Background: an optimization exercise with open tools, aiming at small area, a short achievable clock period and few clock cycles per item. Do not read the settings as production practice. The RTL was checked by simulation tests, not by an equivalence proof against the original design.

## flow/design.v (module list and top-level ports; edited modules follow where they fit)
// module mult_top: 12768 lines
// module mul_fa: 5 lines
// module mul_ha: 4 lines
module mult_top (
  input               clk     ,
  input               rst_n   ,
  input               i_valid ,
  input               i_mulw  ,
  input               i_x_sign,
  input               i_y_sign,
  input      [63:0]   i_x     ,
  input      [63:0]   i_y     ,
  output reg          o_valid ,
  output reg [63:0]   o_hi_res,
  output reg [63:0]   o_lw_res
);
  // ...
==> flow/flow/run.sh <==
#!/bin/bash
# Layout flow: the standard ORFS layout (standard.sh, standard synthesis and
# every standard step), except that the port buffers that global placement
# inserts on every input and output are sky130_fd_sc_hd__buf_2 cells instead of
# the default delay-buffer choice. The whole make output goes to run_standard.log.
set -euo pipefail
bash standard.sh BUFFER_PORTS_ARGS="-buffer_cell sky130_fd_sc_hd__buf_2" finish > run_standard.log 2>&1
==> flow/standard.sh <==
#!/bin/bash
# synth_recipe.tcl (not shown) runs the flow's synth.tcl, then flattens the netlist and writes it again
# the make line also repeats each setting of config.mk as NAME=value (left out here)
make -C /OpenROAD-flow-scripts/flow DESIGN_CONFIG=/design/flow/config.mk WORK_HOME=/design/flow/orfs CLKGATE_MAP_FILE= SYNTH_SCRIPT=/design/flow/synth_recipe.tcl "${@:-finish}"
==> flow/config.mk <==
export PLATFORM = sky130hd
export DESIGN_NAME = mult_top
export DESIGN_NICKNAME = mult_top
export VERILOG_FILES = /design/flow/design.v
export SDC_FILE = /design/flow/constraint.sdc
export NUM_CORES = 4
export LEC_CHECK = 0
export ABC_AREA = 1
export CAP_MARGIN = 40
export CELL_PAD_IN_SITES_DETAIL_PLACEMENT = 1
export CELL_PAD_IN_SITES_GLOBAL_PLACEMENT = 2
export CORE_MARGIN = 2
export CORE_UTILIZATION = 35
export PLACE_DENSITY = 0.5
export SLEW_MARGIN = 50
export SYNTH_HIERARCHICAL = 1
==> flow/constraint.sdc <==
create_clock -name core_clock -period 55.0 [get_ports {clk}]
set_input_delay 11.0000 -clock core_clock [delete_from_list [all_inputs] [get_ports {clk}]]
set_output_delay 11.0000 -clock core_clock [all_outputs]
set_load 0.01 [all_outputs]
==> out/metrics.cfg, run 1 <==
[worst_setup_path]
ff2ff_path_depth=29
crit_fanout=1

[finish]
stdcell_count=11829
seq_share_pct=5.54
seq_cell_count=260
drive_gt1_share_pct=10.4
largest_cell_class=multi-input combinational cells
antenna_cells=2

[timing]
setup_viol=0
slew_headroom_pct=38.1

[detailed_routing]
dr.pass1.iters=5
vias=78873
drtIter0Drc=8589

[yosys]
netlist_area_um2=89700
yosysTopAreaCell=fa_1
synth_cell_types=43

[placed_design]
dp_cells=11758
gp_congestion=0.956
place_ws_ns=42.20

[clock_network]
clock_sinks=260
hold_buffers=0

[grt]
busiest_layer=met2
grt_use_met2_pct=62.1
met3_usage_pct=9.00
grt_pass1_wl_um=716000

[status]
status=timing/DRC/antenna clean

Testbench counts, summed over its fixed seeds: cycles 15,012, items 15,000.
==> run 2, diff against run 1 <==
--- a/flow/design.v
+++ b/flow/design.v
@@ -7,32 +7,36 @@
   input               i_y_sign,
   input      [63:0]   i_x     ,
   input      [63:0]   i_y     ,
   output reg          o_valid ,
   output reg [63:0]   o_hi_res,
   output reg [63:0]   o_lw_res
 );
   reg         s1_valid;
-  reg  [64:0] xr, yr;    
-  wire [64:0] xe, ye;
-  assign xe = i_mulw ? {{33{i_x[31]}}, i_x[31:0]} : {i_x_sign & i_x[63], i_x};
-  assign ye = i_mulw ? {{33{i_y[31]}}, i_y[31:0]} : {i_y_sign & i_y[63], i_y};
+  reg         s1_mulw, s1_x_sign, s1_y_sign;
+  reg  [63:0] s1_x, s1_y;
+  wire [64:0] xr, yr;    
+  assign xr = s1_mulw ? {{33{s1_x[31]}}, s1_x[31:0]} : {s1_x_sign & s1_x[63], s1_x};
+  assign yr = s1_mulw ? {{33{s1_y[31]}}, s1_y[31:0]} : {s1_y_sign & s1_y[63], s1_y};
   always @(posedge clk or negedge rst_n) begin
     if (!rst_n) begin
       s1_valid <= 1'b0;
       o_valid  <= 1'b0;
     end else begin
       s1_valid <= i_valid;
       o_valid  <= s1_valid;
     end
   end
   always @(posedge clk) begin
-    xr <= xe;
-    yr <= ye;
+    s1_mulw   <= i_mulw;
+    s1_x_sign <= i_x_sign;
+    s1_y_sign <= i_y_sign;
+    s1_x      <= i_x;
+    s1_y      <= i_y;
   end
   wire eb1;
   wire ec2;
   wire one3;
   wire two4;
   wire pp5;
   wire pp6;
   wire pp7;
==> flow/config.mk (replaced) <==
export PLATFORM = sky130hd
export DESIGN_NAME = mult_top
export DESIGN_NICKNAME = mult_top
export VERILOG_FILES = /design/flow/design.v
export SDC_FILE = /design/flow/constraint.sdc
export NUM_CORES = 4
export LEC_CHECK = 0
export ABC_AREA = 1
export CAP_MARGIN = 20
export CELL_PAD_IN_SITES_DETAIL_PLACEMENT = 1
export CELL_PAD_IN_SITES_GLOBAL_PLACEMENT = 2
export CORE_MARGIN = 2
export CORE_UTILIZATION = 40
export PLACE_DENSITY = 0.55
export SLEW_MARGIN = 20
export SYNTH_HIERARCHICAL = 1
==> out/metrics.cfg, run 2 <==
[clock_network]
cts_root_buf=clkbuf_16  ; unchanged
clock_sinks=261  ; was 260
clk_path_buf_depth=3  ; unchanged
post_cts_resized=0  ; unchanged
cts_tree=done  ; unchanged
cts_max_level=2  ; unchanged
hold_buffers=0  ; unchanged
cts_buffers=35  ; unchanged
clk_pin_slew_worst_paths_ns=0.06  ; about the same
insertion_delay_ns=0.68  ; about the same
post_cts_buffers=0  ; unchanged

[timing]
grt_setup_unrepaired=false  ; unchanged
finClkSkew_ns=0.0260  ; was 0.0349 ns
max_freq_ghz=0.0823  ; was 0.0824 GHz
hold_slack_ns=0.348  ; was 0.357 ns
slew_headroom_pct=14.0  ; was 38.1%
fin_crit_ns=12.16  ; was 12.14 ns
worst_pin_slew_ns=1.28  ; was 0.928 ns
finalSetupTns_ns=0  ; unchanged
setup_viol=0  ; unchanged
slew_violations=0  ; unchanged
timing.final.crit_share_pct=22.1  ; about the same
finalHoldViolations=0  ; unchanged
fin_ws_ns=42.84  ; was 42.86 ns

[finish]
area_growth_pct=5.33  ; was 7.33%
fin_nets=10672  ; was 10837
final_util_pct=42.5  ; was 37.8%
final_common_cell=xor2_1  ; unchanged
most-common-layout-cells=xor2_1, o22ai_1, fa_1  ; unchanged
drive_gt1_share_pct=10.2  ; was 10.4%
design_area_um2=94600  ; was 96300 um^2

[yosys]
yosysMostFrequentCell=xor2_1  ; unchanged
ys_seq_elements=261  ; was 260
yosysTopAreaCell=fa_1  ; unchanged
synthTopCellsByArea=fa_1, xor2_1, o22ai_1  ; unchanged
synth_edf_count=0  ; unchanged
synth_ff_type=dfxtp_1  ; unchanged
yosysTopAreaCellShare_pct=45.6  ; was 45.7%
ys_top_cells_by_count=xor2_1, o22ai_1, fa_1, clkbuf_1, buf_2  ; was xor2_1, fa_1, o22ai_1, clkbuf_1, nand2_1
synth_cell_types=45  ; was 43
async_flop_share_pct=0.766  ; was 0.769%
yosysSeqAreaShare_pct=5.83  ; was 5.81%
yosys_warnings=7  ; unchanged
synthCells=8760  ; was 8857
netlist_area_um2=89800  ; was 89700 um^2
syn_area_per_cell_um2=10.3  ; was 10.1 um^2

[worst_setup_path]
path_class=reg -> out  ; unchanged
cp.buffers_inverters=1  ; unchanged
regToRegSetupSlack_ns=43.34  ; was 43.91 ns
arrival_ns=1.16  ; was 1.14 ns
crit_fanout=1  ; unchanged
critPathMaxStageDelay_ns=0.35  ; was 0.36 ns
slowest_stage=dfrtp_1  ; unchanged
critical_path.top_delay_family=flip-flops  ; unchanged
rr_startpoint=s1_mulw  ; was yr[19]
cp-end-kind=output port  ; unchanged
ff2ff_path_depth=33  ; was 29
critical_path.cell_chain=buf_2  ; unchanged
required_ns=44.00  ; about the same
reg2reg_to=o_hi_res[30]  ; was o_hi_res[58]
worst_setup_path_start_kind=flop  ; unchanged

[floorplan]
boundaryPins=263  ; unchanged
dieArea_um2=228000  ; was 260000 um^2
die_h_um=478  ; was 510 um
core-area_um2=223000  ; was 254000 um^2
die_w_um=478  ; was 510 um
fp-row-count=173  ; was 185
initial_core_util_pct=40.3  ; was 35.3%

[placed_design]
place_ws_ns=43.50  ; was 42.20 ns
dpl_cell_area_um2=93500  ; was 94900 um^2
dp_hpwl_um=321000  ; was 344000 um
gp_congestion=0.990  ; was 0.956
numPortBuffers=262  ; unchanged

[min_path]
holdPathStages=0  ; unchanged
hp-class=reg -> reg  ; unchanged
worstHoldStart=s1_valid  ; unchanged
hold_end=o_valid  ; unchanged

[grt]
grt_pass1_wl_um=699000  ; was 716000 um
antenna_found_initial=15  ; was 12
overflow=0  ; unchanged
grt_pass1_vias=86629  ; was 86456
track_usage_pct=43.4  ; was 39.4%
grt_max_degree=68  ; was 66

[detailed_routing]
routed_wl_um=503000  ; was 517000 um
drc_errors=0  ; unchanged
postRouteAntennaNets=0  ; unchanged
dr.pass1.iters=6  ; was 5
vias=79679  ; was 78873
wl_per_cell_um=44.7  ; was 43.7 um
drtIter0Drc=9574  ; was 8589
via_per_inst=7.08  ; was 6.67

[run]
drv_cap=0  ; unchanged

[status]
status=timing/DRC/antenna clean  ; unchanged

==> run 2: routing by layer <==
| layer | up-vias | track usage (%) | wire (um) |
|---|---|---|---|
| li1 | 28896 | - | - |
| met3 | 1955 | 13.6 | 58500 |
| met2 | 6197 | 65.9 | 220000 |
| met1 | 42615 | 54.5 | 189000 |
| met5 | - | 0 | 97 |
| met4 | 16 | 25.1 | 35800 |
==> run 2: layout make-up <==
cell class,instances,area (um^2)
Multi-Input combinational cell,7196,80000
Clock buffer,40,925
Tap cell,2975,3720
Sequential cell,261,5300
Timing Repair Buffer,570,3780
Clock inverter,22,195
Inverter,188,712
Fill cell,24178,128000
Antenna cell,6,15.0
==> run 2: per-module statistics from Yosys, one instance, submodules excluded <==
| module | cells inside | cell area (um^2) |
|---|---|---|
| mul_fa | 1 | 20.0 |
| mul_ha | 1 | 12.5 |
| mult_top | 6681 | 48900 |
==> run 2: logic make-up after synthesis <==
kind of cell | Yosys count | synth area share, %
buffers and inverters | 1334 | 6.07
adders and majority gates | 2286 | 48.9
other | 1 | 0.00417
and+or+nand+nor | 361 | 1.73
AOI/OAI and AO/OA | 2351 | 16.3
DFF | 261 | 5.83
xor gates and xnor gates | 2166 | 21.1
==> run 2: worst max-delay path by stage <==
stage	from	end	slack [ns]	depth (start not counted)
2_1_floorplan	o_valid	o_valid	43.62	0
3_3_place_gp	o_valid	o_valid	43.54	1
3_5_place_dp	s1_mulw	o_hi_res[30]	43.50	33
4_1_cts	o_valid	o_valid	42.82	1
5_1_grt	o_valid	o_valid	42.81	1
6_report	o_valid	o_valid	42.84	1
==> run 2: stage by stage <==
step                cells
detailed placement  11189
finish              11258
floorplan            8791
global route        11253
CTS                 11251
global placement    11188
Testbench counts of run 2, summed over its fixed seeds: cycles 15,012, items 15,000.

## afterwards: timing with drivers on the ports
How much do the figures lean on ideal ports? The routed layouts below were timed once more, with nothing changed but the port constraints. Step 1 sets driving cells, clkbuf_16 on the clock port and buf_2 on the other inputs (assumed; they add their load-dependent delay and slew). Step 2 also shifts input and output timing later by t, the mid clock arrival at the registers, as if the neighbouring blocks saw the same clock. a / b / c = ideal ports / drivers / drivers and shift; a / b = the first two.
run | t (ns) | setup WS [ns] | hold WS [ns] | worst setup path at the end
run 1 | 0.756 | 42.862 / 42.764 / 42.471 | 0.357 / 0.357 / 0.357 | input to register
run 2 | 0.765 | 42.843 / 42.749 / 43.340 | 0.348 / 0.348 / 0.348 | register to register
After both steps setup and hold are still met in every run listed. The setup slack of run 1, which loses most, moves by -0.098 ns with the drivers and by -0.391 ns with both steps.
